From an optimization exercise on the open Yosys and OpenROAD flow, aimed at small area; shortcuts taken in it are not production practice.
Function was checked by simulation only, so behaviour that the tests miss may differ from the original.
No activity file was given, so power comes from the tool's default toggle rates.

==> flow/design.v <==
module debounce (
    input wire clock,
    input wire rst,
    input wire ic,
    input wire key,
    output wire edge_o
);
    reg p, w, x;
    wire kk = key ^ p;
    always @(posedge clock) begin
        if (rst) begin
            p <= 1'b0; w <= 1'b0; x <= 1'b0;
        end else begin
            p <= p ^ (w & ic & kk);
            w <= ~ic & (w | kk) & ~(x & ~p);
            x <= w & ic & (kk | p);
        end
    end
    assign edge_o = p & x;
endmodule
module timebase (
    input  wire clock,
    input  wire rst,       
    input  wire rst_n,     
    input  wire first,     
    output wire pulse,     
    output reg  blink,     
    output wire intclock,  
    output wire dstep,     
    output wire [2:0] q    
);
    reg [14:0] sd;
    wire sd_low0 = ~|sd[13:0];
    always @(posedge clock or negedge rst_n) begin
        if (!rst_n) sd <= 15'd0;
        else        sd <= {sd[13:0], sd[14] ^ sd[13] ^ sd_low0};
    end
    assign pulse = sd_low0 & ~sd[14] & ~first;
    localparam [14:0] BL_J = 15'd8486;
    localparam [14:0] BL_T = 15'd4251;
    reg [14:0] bl;
    wire bl_hit = (bl[0] == BL_T[0]) & (bl[1] == BL_T[1]) & (bl[2] == BL_T[2]) &
                  (bl[3] == BL_T[3]) & (bl[5] == BL_T[5]) & (bl[6] == BL_T[6]) &
                  (bl[7] == BL_T[7]) & (bl[8] == BL_T[8]) & (bl[10] == BL_T[10]) &
                  (bl[12] == BL_T[12]) & (bl[14] == BL_T[14]);
    always @(posedge clock or negedge rst_n) begin
        if (!rst_n) bl <= BL_J;
        else        bl <= {bl[13:0], ~(bl[14] ^ bl[3])} ^ {10'd0, bl_hit, 4'd0};
    end
    always @(posedge clock) begin
        if (rst)         blink <= 1'b0;
        else if (bl_hit) blink <= ~blink;
    end
    reg [3:0] c15;
    reg       h;
    reg [2:0] dq;
    reg [3:0] c11;
    wire z = ~|c15;
    always @(posedge clock or negedge rst_n) begin
        if (!rst_n) c15 <= 4'd0;
        else        c15 <= {c15[2:0], ~(c15[3] ^ c15[2])};
    end
    reg [2:0] dq_next;
    always @(*) begin
        case (dq)
            3'b000:  dq_next = 3'b001;
            3'b001:  dq_next = 3'b110;
            3'b110:  dq_next = 3'b010;
            3'b010:  dq_next = 3'b011;
            3'b011:  dq_next = 3'b111;
            3'b111:  dq_next = 3'b100;
            3'b100:  dq_next = 3'b101;
            default: dq_next = 3'b000;
        endcase
    end
    always @(posedge clock) begin
        if (rst) begin
            h   <= 1'b0;
            dq  <= 3'b000;
            c11 <= 4'd0;
        end else if (z) begin
            h   <= ~h;
            if (h) dq <= dq_next;
            c11 <= (c11[3] & c11[1]) ? 4'd0 : c11 + 4'd1;
        end
    end
    assign intclock = h ^ c11[0] ^ ((c11 == 4'd0) & ~z);
    assign dstep = z & h;
    assign q = dq;
endmodule
module watch (
    input  wire clock,
    input  wire rst,
    input  wire pulse,
    input  wire cfg_e,
    input  wire inc_e,
    input  wire dec_e,
    output reg  [1:0] md,    
    output reg  [5:0] sb,
    output reg  [5:0] es,
    output reg  [5:0] mi,
    output reg  [4:0] hr
);
    always @(posedge clock) begin
        if (rst)        md <= 2'd3;
        else if (cfg_e) md <= md - 2'd1;
    end
    wire m_run = (md == 2'd3);
    wire m_eh  = (md == 2'd2);
    wire m_em  = (md == 2'd1);
    wire m_es  = (md == 2'd0);
    wire tick  = m_run & pulse;
    wire es59  = (es == 6'd59);
    wire mi59  = (mi == 6'd59);
    wire carry = tick & ~cfg_e & es59;
    reg  [1:0] fs;       
    always @(*) begin
        if (m_run) fs = carry ? (mi59 ? 2'd2 : 2'd1) : 2'd0;
        else       fs = md;
    end
    reg  [5:0] x;
    always @(*) begin
        case (fs)
            2'd0:    x = es;
            2'd1:    x = mi;
            default: x = {1'b0, hr};
        endcase
    end
    wire [5:0] lim = fs[1] ? 6'd23 : 6'd59;
    wire up = m_run | inc_e;
    wire [5:0] y = up ? ((x == lim) ? 6'd0 : x + 6'd1)
                      : ((x == 6'd0) ? lim : x - 6'd1);
    wire ed = (inc_e | dec_e);
    always @(posedge clock) begin
        if (rst)                         es <= 6'd0;
        else if (tick & ~cfg_e)          es <= es59 ? 6'd0 : y;
        else if (m_es & ed & ~cfg_e)     es <= y;
    end
    always @(posedge clock) begin
        if (rst)                 sb <= 6'd0;
        else if (tick)           sb <= es59 ? 6'd0 : y;
        else if (m_es & cfg_e)   sb <= es;
    end
    always @(posedge clock) begin
        if (rst)                 mi <= 6'd0;
        else if (carry)          mi <= mi59 ? 6'd0 : y;
        else if (m_em & ed)      mi <= y;
    end
    always @(posedge clock) begin
        if (rst)                      hr <= 5'd0;
        else if ((carry & mi59) | (m_eh & ed)) hr <= y[4:0];
    end
endmodule
module dspl_drv (
    input  wire clock,
    input  wire disp_rst,
    input  wire dstep,
    input  wire [2:0] q,
    input  wire blink,
    input  wire [1:0] md,    
    input  wire [5:0] es, mi,
    input  wire [4:0] hr,
    output wire [7:0] an,
    output wire [7:0] dec_ddp
);
    wire [1:0] f = q[2:1];
    wire       t = q[0];
    reg  [5:0] fv;
    always @(*) begin
        case (f)
            2'b00:   fv = es;
            2'b01:   fv = mi;
            2'b10:   fv = {1'b0, hr};
            default: fv = 6'd0;
        endcase
    end
    wire [2:0] fv_t = (fv >= 6'd50) ? 3'd5 : (fv >= 6'd40) ? 3'd4 : (fv >= 6'd30) ? 3'd3 :
                      (fv >= 6'd20) ? 3'd2 : (fv >= 6'd10) ? 3'd1 : 3'd0;
    wire [5:0] fv_u = fv - {fv_t, 3'b000} - {1'b0, fv_t, 1'b0};
    wire [3:0] dig = t ? {1'b0, fv_t} : fv_u[3:0];
    wire fen = blink | (md != f);
    reg [3:0] sel;
    reg       en;
    always @(posedge clock or posedge disp_rst) begin
        if (disp_rst) begin
            sel  <= 4'd15;
            en   <= 1'b0;
        end else if (dstep) begin
            sel  <= dig;
            en   <= fen;
        end
    end
    assign an[0] = ~(en & (q == 3'b001));
    assign an[1] = ~(en & (q == 3'b110));
    assign an[2] = 1'b1;
    assign an[3] = ~(en & (q == 3'b011));
    assign an[4] = ~(en & (q == 3'b111));
    assign an[5] = 1'b1;
    assign an[6] = ~(en & (q == 3'b101));
    assign an[7] = ~(en & (q == 3'b000));
    reg [6:0] seg;
    always @(*) begin
        case (sel)
            4'd1: seg = 7'b1001111;
            4'd2: seg = 7'b0010010;
            4'd3: seg = 7'b0000110;
            4'd4: seg = 7'b1001100;
            4'd5: seg = 7'b0100100;
            4'd6: seg = 7'b0100000;
            4'd7: seg = 7'b0001111;
            4'd8: seg = 7'b0000000;
            4'd9: seg = 7'b0000100;
            default: seg = 7'b0000001;
        endcase
    end
    assign dec_ddp = {seg, ~(sel[3] & sel[2])};
endmodule
module clock_top(
    input wire clock,
    input wire reset_i,
    input wire config_i,
    input wire increment_i,
    input wire decrement_i,
    output wire [15:0] LED,
    output wire [7:0] an,
    output wire [7:0] dec_ddp
);
    reg [2:0] rs;
    always @(posedge clock or negedge reset_i) begin
        if (!reset_i) rs <= 3'b000;
        else          rs <= {rs[1], rs[1] | rs[0], ~rs[2]};
    end
    wire rst_n    = rs[2];
    wire rst      = ~rs[2];
    wire disp_rst = ~rs[2] | rs[0];
    wire pulse, blink, intclock, dstep;
    wire [2:0] q;
    timebase u_tb (
        .clock(clock), .rst(rst), .rst_n(rst_n), .first(rs[0]),
        .pulse(pulse), .blink(blink), .intclock(intclock), .dstep(dstep), .q(q)
    );
    wire cfg_e, inc_e, dec_e;
    debounce u_dc (.clock(clock), .rst(rst), .ic(intclock), .key(config_i),    .edge_o(cfg_e));
    debounce u_di (.clock(clock), .rst(rst), .ic(intclock), .key(increment_i), .edge_o(inc_e));
    debounce u_dd (.clock(clock), .rst(rst), .ic(intclock), .key(decrement_i), .edge_o(dec_e));
    wire [1:0] md;
    wire [5:0] sb, es, mi;
    wire [4:0] hr;
    watch u_w (
        .clock(clock), .rst(rst), .pulse(pulse),
        .cfg_e(cfg_e), .inc_e(inc_e), .dec_e(dec_e),
        .md(md), .sb(sb), .es(es), .mi(mi), .hr(hr)
    );
    assign LED = {10'b0, sb};
    dspl_drv u_d (
        .clock(clock), .disp_rst(disp_rst), .dstep(dstep), .q(q), .blink(blink),
        .md(md), .es(es), .mi(mi), .hr(hr),
        .an(an), .dec_ddp(dec_ddp)
    );
endmodule
export LEC_CHECK = 0
export ABC_AREA = 1
export CAP_MARGIN = 20
export CORE_MARGIN = 2
export CORE_UTILIZATION = 40
export CTS_BUF_LIST = sky130_fd_sc_hd__clkbuf_8
export SLEW_MARGIN = 20
create_clock -name core_clock -period 10.0 [get_ports {clock}]
standard.sh (not shown) runs the stock make flow with config.mk's settings and CLKGATE_MAP_FILE= SYNTH_SCRIPT=/design/flow/synth_recipe.tcl, a recipe that flattens the netlist after the stock synthesis.
==> flow/flow/run.sh <==
#!/bin/bash
# Own layout flow:
#  1. the standard synthesis (standard.sh synth), unchanged;
#  2. the combinational logic between the registers is mapped again with
#     several area-oriented ABC scripts (abc_scripts.txt, one per line); every
#     register instance (name and cell) is kept. The smallest result that
#     Yosys proves equivalent to the standard netlist is used (if none is
#     proved, the standard netlist is used);
#  3. the standard layout (standard.sh finish) on that netlist, with the
#     port buffers made of buf_1 cells.
# Each tool writes its full output to a log file of its own here.
set -uo pipefail
W=$(pwd)
F=$W/flow
R=$W/orfs/results/$FLOW_PLATFORM/clock_top/base
LIB=$FLOW_HOME/platforms/$FLOW_PLATFORM/lib/sky130_fd_sc_hd__tt_025C_1v80.lib

bash standard.sh synth > $W/log_1_synth.log 2>&1 || exit 1
cp $R/1_2_yosys.v $W/std_netlist.v

python3 $F/gen_cells.py $LIB $W/cells_comb.v $W/cells_seq.v > $W/log_2_cells.log 2>&1

DU="-dont_use sky130_fd_sc_hd__probe_p_8 -dont_use sky130_fd_sc_hd__probec_p_8 -dont_use sky130_fd_sc_hd__lpflow_*"
i=0
while IFS= read -r line; do
  [[ -z "$line" ]] && continue
  i=$((i+1))
  echo "$line" | tr ';' '\n' > $W/reopt_$i.abc
  cat > $W/reopt_$i.ys <<EOF
read_liberty -lib $LIB
read_verilog $W/std_netlist.v
hierarchy -top $FLOW_TOP
techmap -map $W/cells_comb.v
opt_clean
techmap
opt -purge
abc -liberty $LIB $DU -script $W/reopt_$i.abc
opt_clean -purge
hilomap -singleton -hicell sky130_fd_sc_hd__conb_1 HI -locell sky130_fd_sc_hd__conb_1 LO
splitnets
opt_clean -purge
tee -o $W/reopt_$i.stat stat -liberty $LIB
write_verilog -noattr -nohex -nodec $W/reopt_$i.v
EOF
  timeout 300 yosys -s $W/reopt_$i.ys > $W/log_3_reopt_$i.log 2>&1 &
done < $F/abc_scripts.txt
wait

# candidates, smallest first
for f in $W/reopt_*.stat; do
  a=$(awk '/Chip area/ {print $NF}' $f)
  [[ -n "$a" ]] && echo "$a ${f%.stat}.v"
done | sort -g > $W/log_4_candidates.log

choice=""
while read -r a v; do
  [[ -s $v ]] || continue
  cat > $W/equiv.ys <<EOF
read_verilog $W/cells_comb.v
read_verilog $W/cells_seq.v
read_verilog $W/std_netlist.v
rename $FLOW_TOP gold
read_verilog $v
rename $FLOW_TOP gate
proc
flatten gold gate
opt_clean
async2sync
equiv_make gold gate eq
equiv_simple -seq 2 eq
equiv_induct eq
equiv_status -assert eq
EOF
  if timeout 600 yosys -s $W/equiv.ys > $W/log_5_equiv_$(basename $v .v).log 2>&1; then
    choice=$v
    break
  fi
done < $W/log_4_candidates.log

if [[ -n "$choice" ]]; then
  echo "using $choice (proved equivalent)" > $W/log_5_choice.log
  cp $choice $R/1_2_yosys.v
  rm -f $R/1_synth.odb $R/1_synth.sdc
else
  echo "no re-mapped netlist proved equivalent; using the standard one" > $W/log_5_choice.log
fi

bash standard.sh "BUFFER_PORTS_ARGS=-buffer_cell sky130_fd_sc_hd__buf_1" finish > $W/log_6_layout.log 2>&1
Other scripts of this flow, unchanged in this note and not shown: flow/flow/abc_scripts.txt, flow/flow/gen_cells.py
Change:
--- a/flow/flow/run.sh
+++ b/flow/flow/run.sh
@@ -86,3 +86,3 @@
 fi
 
-bash standard.sh "BUFFER_PORTS_ARGS=-buffer_cell sky130_fd_sc_hd__buf_1" finish > $W/log_6_layout.log 2>&1
+bash standard.sh "BUFFER_PORTS_ARGS=-buffer_cell sky130_fd_sc_hd__buf_1" "CTS_ARGS=-repair_clock_nets -buf_list sky130_fd_sc_hd__clkbuf_8 -dont_use_dummy_load" finish > $W/log_6_layout.log 2>&1
Effect:
- The changed run passed the timing, design-rule and antenna checks
- clock power is lower by 22%
- final area is lower by 1.9%
- routed wire length is lower by 0.75%
- worst setup slack improves by 0.046 ns
- synthesized area stays the same
- fmax is higher by 0.93%
- worst hold slack degrades by 0.021 ns
- die area is unchanged
- count of clock-buffer cells in the layout does not change
Change:
--- a/flow/flow/run.sh
+++ b/flow/flow/run.sh
@@ -86,3 +86,3 @@
 fi
 
-bash standard.sh "BUFFER_PORTS_ARGS=-buffer_cell sky130_fd_sc_hd__buf_1" "CTS_ARGS=-repair_clock_nets -buf_list sky130_fd_sc_hd__clkbuf_8 -dont_use_dummy_load" finish > $W/log_6_layout.log 2>&1
+bash standard.sh "BUFFER_PORTS_ARGS=-buffer_cell sky130_fd_sc_hd__buf_1" SKIP_REPAIR_TIE_FANOUT=1 finish > $W/log_6_layout.log 2>&1
- CTS_CLUSTER_DIAMETER: not set -> 100
- CTS_CLUSTER_SIZE: not set -> 20
Outcome:
- The new run completed without violations
- power grows by 18%
- clock-buffer cell count is unchanged
- global-route usage grows by 0.98 points
Change:
--- a/flow/flow/run.sh
+++ b/flow/flow/run.sh
@@ -86,3 +86,3 @@
 fi
 
-bash standard.sh "BUFFER_PORTS_ARGS=-buffer_cell sky130_fd_sc_hd__buf_1" SKIP_REPAIR_TIE_FANOUT=1 finish > $W/log_6_layout.log 2>&1
+bash standard.sh "BUFFER_PORTS_ARGS=-buffer_cell sky130_fd_sc_hd__buf_1" "CTS_ARGS=-sink_clustering_enable -repair_clock_nets -buf_list sky130_fd_sc_hd__clkbuf_8 -dont_use_dummy_load" finish > $W/log_6_layout.log 2>&1
- CTS_CLUSTER_DIAMETER: 100 -> not set
- CTS_CLUSTER_SIZE: 20 -> not set
Outcome: Cell area went down slightly. Sequential share of layout area went up by 0.84 points. Fmax went up by a few percent. Hold slack gets worse by 0.042 ns. Clock-buffer cell count is unchanged.
Change:
--- a/flow/flow/run.sh
+++ b/flow/flow/run.sh
@@ -86,3 +86,3 @@
 fi
 
-bash standard.sh "BUFFER_PORTS_ARGS=-buffer_cell sky130_fd_sc_hd__buf_1" "CTS_ARGS=-sink_clustering_enable -repair_clock_nets -buf_list sky130_fd_sc_hd__clkbuf_8 -dont_use_dummy_load" finish > $W/log_6_layout.log 2>&1
+bash standard.sh "BUFFER_PORTS_ARGS=-buffer_cell sky130_fd_sc_hd__buf_1" finish > $W/log_6_layout.log 2>&1
- CTS_BUF_LIST: sky130_fd_sc_hd__clkbuf_8 -> sky130_fd_sc_hd__clkbuf_16
- CTS_CLUSTER_DIAMETER: not set -> 200
- CTS_CLUSTER_SIZE: not set -> 40
The changed run finished with timing, DRC and antenna clean.
Register-to-register slack stays flat.
Via count rises slightly.
Worst setup slack gets worse by 0.011 ns.

[afterwards: timing with drivers on the ports]
No port has a modelled driver above. Below, the same layouts with a new extraction and two added sets of constraints.
Step 1 (the two cells are an assumption about what drives the block):
set clk [get_ports {clock}]
set_driving_cell -lib_cell sky130_fd_sc_hd__clkbuf_16 $clk
set_driving_cell -lib_cell sky130_fd_sc_hd__buf_2 [delete_from_list [all_inputs] $clk]
Step 2, shift: input delay + t, output delay - t, t = (earliest + latest rising clock arrival at the registers) / 2. This alone moves slack from input paths to output paths.
Slacks: ideal / step 1 / step 2; pairs: ideal / step 1.
run | t (ns) | slack for setup (ns) | hold slack, ns | latest minus earliest clock arrival (ns) | worst data-port slew with drivers (ns)
the first run | 0.380 | 5.054 / 5.054 / 5.054 | 0.316 / 0.316 / 0.316 | 0.011 / 0.011 | 0.03
the second run | 0.367 | 5.100 / 5.100 / 5.100 | 0.296 / 0.296 / 0.296 | 0.039 / 0.038 | 0.03
the third run | 0.399 | 4.913 / 4.913 / 4.913 | 0.337 / 0.337 / 0.337 | 0.007 / 0.007 | 0.03
the fourth run | 0.367 | 5.100 / 5.100 / 5.100 | 0.296 / 0.296 / 0.296 | 0.039 / 0.038 | 0.03
the fifth run | 0.367 | 5.089 / 5.089 / 5.089 | 0.325 / 0.325 / 0.325 | 0.004 / 0.004 | 0.03
After both steps every run listed still meets setup and hold.
